From an optimization exercise on the open Yosys and OpenROAD flow, aimed at small area, a short achievable clock period and few clock cycles per item; shortcuts taken in it are not production practice.
Function was checked by simulation only, so behaviour that the tests miss may differ from the original.
The flow treats the clock pin as an ideal source, which a real chip does not have.

==> trial 79: inputs <==
Design booth_fsm, start of the top module:
module booth_fsm
# (parameter DATAWIDTH = 32)
(
  input                        clk,
  input                        rstn,
  input                        en,
  input        [DATAWIDTH-1:0] multiplier,
  input        [DATAWIDTH-1:0] multiplicand,
  output reg                   done,
  output reg [2*DATAWIDTH-1:0] product
);
wire [31:0] A = multiplicand;
wire [31:0] B = multiplier;
wire one0;
wire two0;
wire pp0_0;
wire pp0_1;
wire pp0_2;
wire pp0_3;
wire pp0_4;
wire pp0_5;
wire pp0_6;
wire pp0_7;
wire pp0_8;
wire pp0_9;
wire pp0_10;
wire pp0_11;
wire pp0_12;
wire pp0_13;
wire pp0_14;
wire pp0_15;
wire pp0_16;
wire pp0_17;
wire pp0_18;
wire pp0_19;
wire pp0_20;
wire pp0_21;
wire pp0_22;
wire pp0_23;
wire pp0_24;
wire pp0_25;
wire pp0_26;
wire pp0_27;
wire pp0_28;
wire pp0_29;
wire pp0_30;
wire pp0_31;
wire pp0_32;
wire one1;
wire two1;
wire pp1_0;
wire pp1_1;
wire pp1_2;
wire pp1_3;
wire pp1_4;
wire pp1_5;
wire pp1_6;
wire pp1_7;
wire pp1_8;
wire pp1_9;
wire pp1_10;
wire pp1_11;
wire pp1_12;
  ...
==> flow/config.mk <==
export PLATFORM = sky130hd
export DESIGN_NAME = booth_fsm
export DESIGN_NICKNAME = booth_fsm
export VERILOG_FILES = /design/flow/design.v
export SDC_FILE = /design/flow/constraint.sdc
export NUM_CORES = 4
export LEC_CHECK = 0
export CAP_MARGIN = 20
export CORE_MARGIN = 2
export CORE_UTILIZATION = 40
export SLEW_MARGIN = 20
export SYNTH_HIERARCHICAL = 1
==> flow/constraint.sdc <==
create_clock -name core_clock -period 6.0 [get_ports {clk}]
set_input_delay 1.2000 -clock core_clock [delete_from_list [all_inputs] [get_ports {clk}]]
set_output_delay 1.2000 -clock core_clock [all_outputs]
set_load 0.01 [all_outputs]
standard.sh (not shown) runs the stock make flow with config.mk's settings and CLKGATE_MAP_FILE= SYNTH_SCRIPT=/design/flow/synth_recipe.tcl, a recipe that flattens the netlist after the stock synthesis.
==> flow/flow/run.sh <==
#!/bin/bash
# Own layout flow: the standard ORFS flow with two changes.
#  - ports are buffered with a plain buffer (buf_2) instead of the delay
#    buffer buffer_ports picks by default; every port still gets a buffer;
#  - before floorplanning, combinational cells that synthesis upsized are set
#    back to their smallest drive strength (registers are left alone); the
#    resizer then upsizes only what timing needs;
#  - before clock tree synthesis the buffers that timing-driven placement
#    added are taken out again (flow/rebuffer.tcl).
set -euo pipefail
here=$(pwd)
export BUFFER_PORTS_ARGS="-buffer_cell sky130_fd_sc_hd__buf_2"
export PRE_FLOORPLAN_TCL="$here/flow/downsize.tcl"
export PRE_CTS_TCL="$here/flow/rebuffer.tcl"
bash standard.sh > "$here/standard.log" 2>&1
==> flow/flow/rebuffer.tcl <==
# Before clock tree synthesis: take out the buffers that timing-driven global
# placement inserted (keeping a buffer on every port), fix only slew, capacitance and fanout again, and
# legalize; the repair after clock tree synthesis then buffers or sizes only
# the paths that need it.
# remove_buffers takes out every buffer, the port buffers too, so the ports
# are buffered again right after, as global placement did.
set_dont_use $::env(DONT_USE_CELLS)
puts "rebuffer: removing [llength [get_cells -quiet place*]] placement buffers"
remove_buffers
buffer_ports -buffer_cell sky130_fd_sc_hd__buf_2
# and set the cells placement upsized back to their smallest size
source [file join [file dirname [info script]] downsize.tcl]
estimate_parasitics -placement
repair_design -cap_margin $::env(CAP_MARGIN) -slew_margin $::env(SLEW_MARGIN)
detailed_placement
Other scripts of this flow, unchanged in this note and not shown: flow/flow/downsize.tcl
==> trial 70: changes against trial 79 <==
==> flow/flow/run.sh (replaced) <==
#!/bin/bash
# Own layout flow: the standard ORFS flow with two changes.
#  - ports are buffered with a plain buffer (buf_2) instead of the delay
#    buffer buffer_ports picks by default; every port still gets a buffer;
#  - before floorplanning, combinational cells that synthesis upsized are set
#    back to their smallest drive strength (registers are left alone); the
#    resizer then upsizes only what timing needs.
set -euo pipefail
here=$(pwd)
export BUFFER_PORTS_ARGS="-buffer_cell sky130_fd_sc_hd__buf_2"
export PRE_FLOORPLAN_TCL="$here/flow/downsize.tcl"
bash standard.sh > "$here/standard.log" 2>&1
removed: flow/flow/rebuffer.tcl
==> build 55: changes against trial 79 <==
==> flow/flow/run.sh (replaced) <==
#!/bin/bash
# Own layout flow: the standard ORFS flow with two changes.
#  - ports are buffered with a plain buffer (buf_2) instead of the delay
#    buffer buffer_ports picks by default; every port still gets a buffer;
#  - before floorplanning, combinational cells that synthesis upsized are set
#    back to their smallest drive strength (registers are left alone); the
#    resizer then upsizes only what timing needs.
set -euo pipefail
here=$(pwd)
export BUFFER_PORTS_ARGS="-buffer_cell sky130_fd_sc_hd__buf_2"
export PRE_FLOORPLAN_TCL="$here/flow/downsize.tcl"
bash standard.sh > "$here/standard.log" 2>&1
Settings changed: CORE_UTILIZATION 40 to 55.
removed: flow/flow/rebuffer.tcl
==> comparison table <==
	trial 70	trial 79	build 55
Cell with the largest stage delay on the worst path	sky130_fd_sc_hd__fa_1	-	sky130_fd_sc_hd__xnor2_2
Congestion Overflow GR	0	-	0
Detailed-routing wirelength on met1	43,450 um	-	39,730 um
Clock tree from TritonCTS	done	-	done
Flip-flop count of the largest register, all copies and words added	64	-	64
DIE AREA	64,830 um2	-	47,400 um2
Fraction of met2 tracks used by global routing	47.31%	-	66.55%
Non-clock inverter count	70	-	70
Worst-path clk slew	0.06 ns	-	0.06 ns
Worst path setup slack after routing	0.09929 ns	-	-0.04710 ns
Result of the run	finished clean	did not finish	failed layout checks
Stage where the flow stopped	-	clock tree synthesis	-
Layout check failures	-	-	negative setup slack
Startpoint type of the worst setup path	input port	-	input port
Final Setup Violations	0	-	6
Multi-input gate share of the layout cell area	73.14%	-	74.14%
Area occupied by registers	1306 um2	-	1306 um2
Hold WS	0.6143 ns	-	0.6103 ns
Testbench counts of trial 79, summed over its fixed seeds: cycles 2,048, items 2,048.
Testbench counts of trial 70, summed over its fixed seeds: cycles 2,048, items 2,048.
Testbench counts of build 55, summed over its fixed seeds: cycles 2,048, items 2,048.

-- what the ideal ports hide --
How much do the figures lean on ideal ports? The routed layouts below were timed once more, with nothing changed but the port constraints. Step 1 assumes that a clkbuf_16 drives the clock port and a buf_2 every other input. Step 2, shift: input delay + t, output delay - t, t = (earliest + latest rising clock arrival at the registers) / 2. This alone moves slack from input paths to output paths. Three values: ideal, step 1, step 2; two values: the first two.
run | shift t [ns] | setup WS [ns] | worst setup path after step 2 | latest minus earliest clock arrival (ns) | pins driven straight from the clock port
trial 70 | 0.398 | 0.099 / -0.035 / -0.433 | input to register | 0.021 / 0.021 | 1
build 55 | 0.399 | -0.047 / -0.026 / -0.426 | input to register | 0.027 / 0.027 | 1
Met with ideal ports but missed after step 2: setup timing in trial 70. The setup slack of trial 70, which loses most, moves by -0.134 ns with the drivers and by -0.532 ns with both steps.
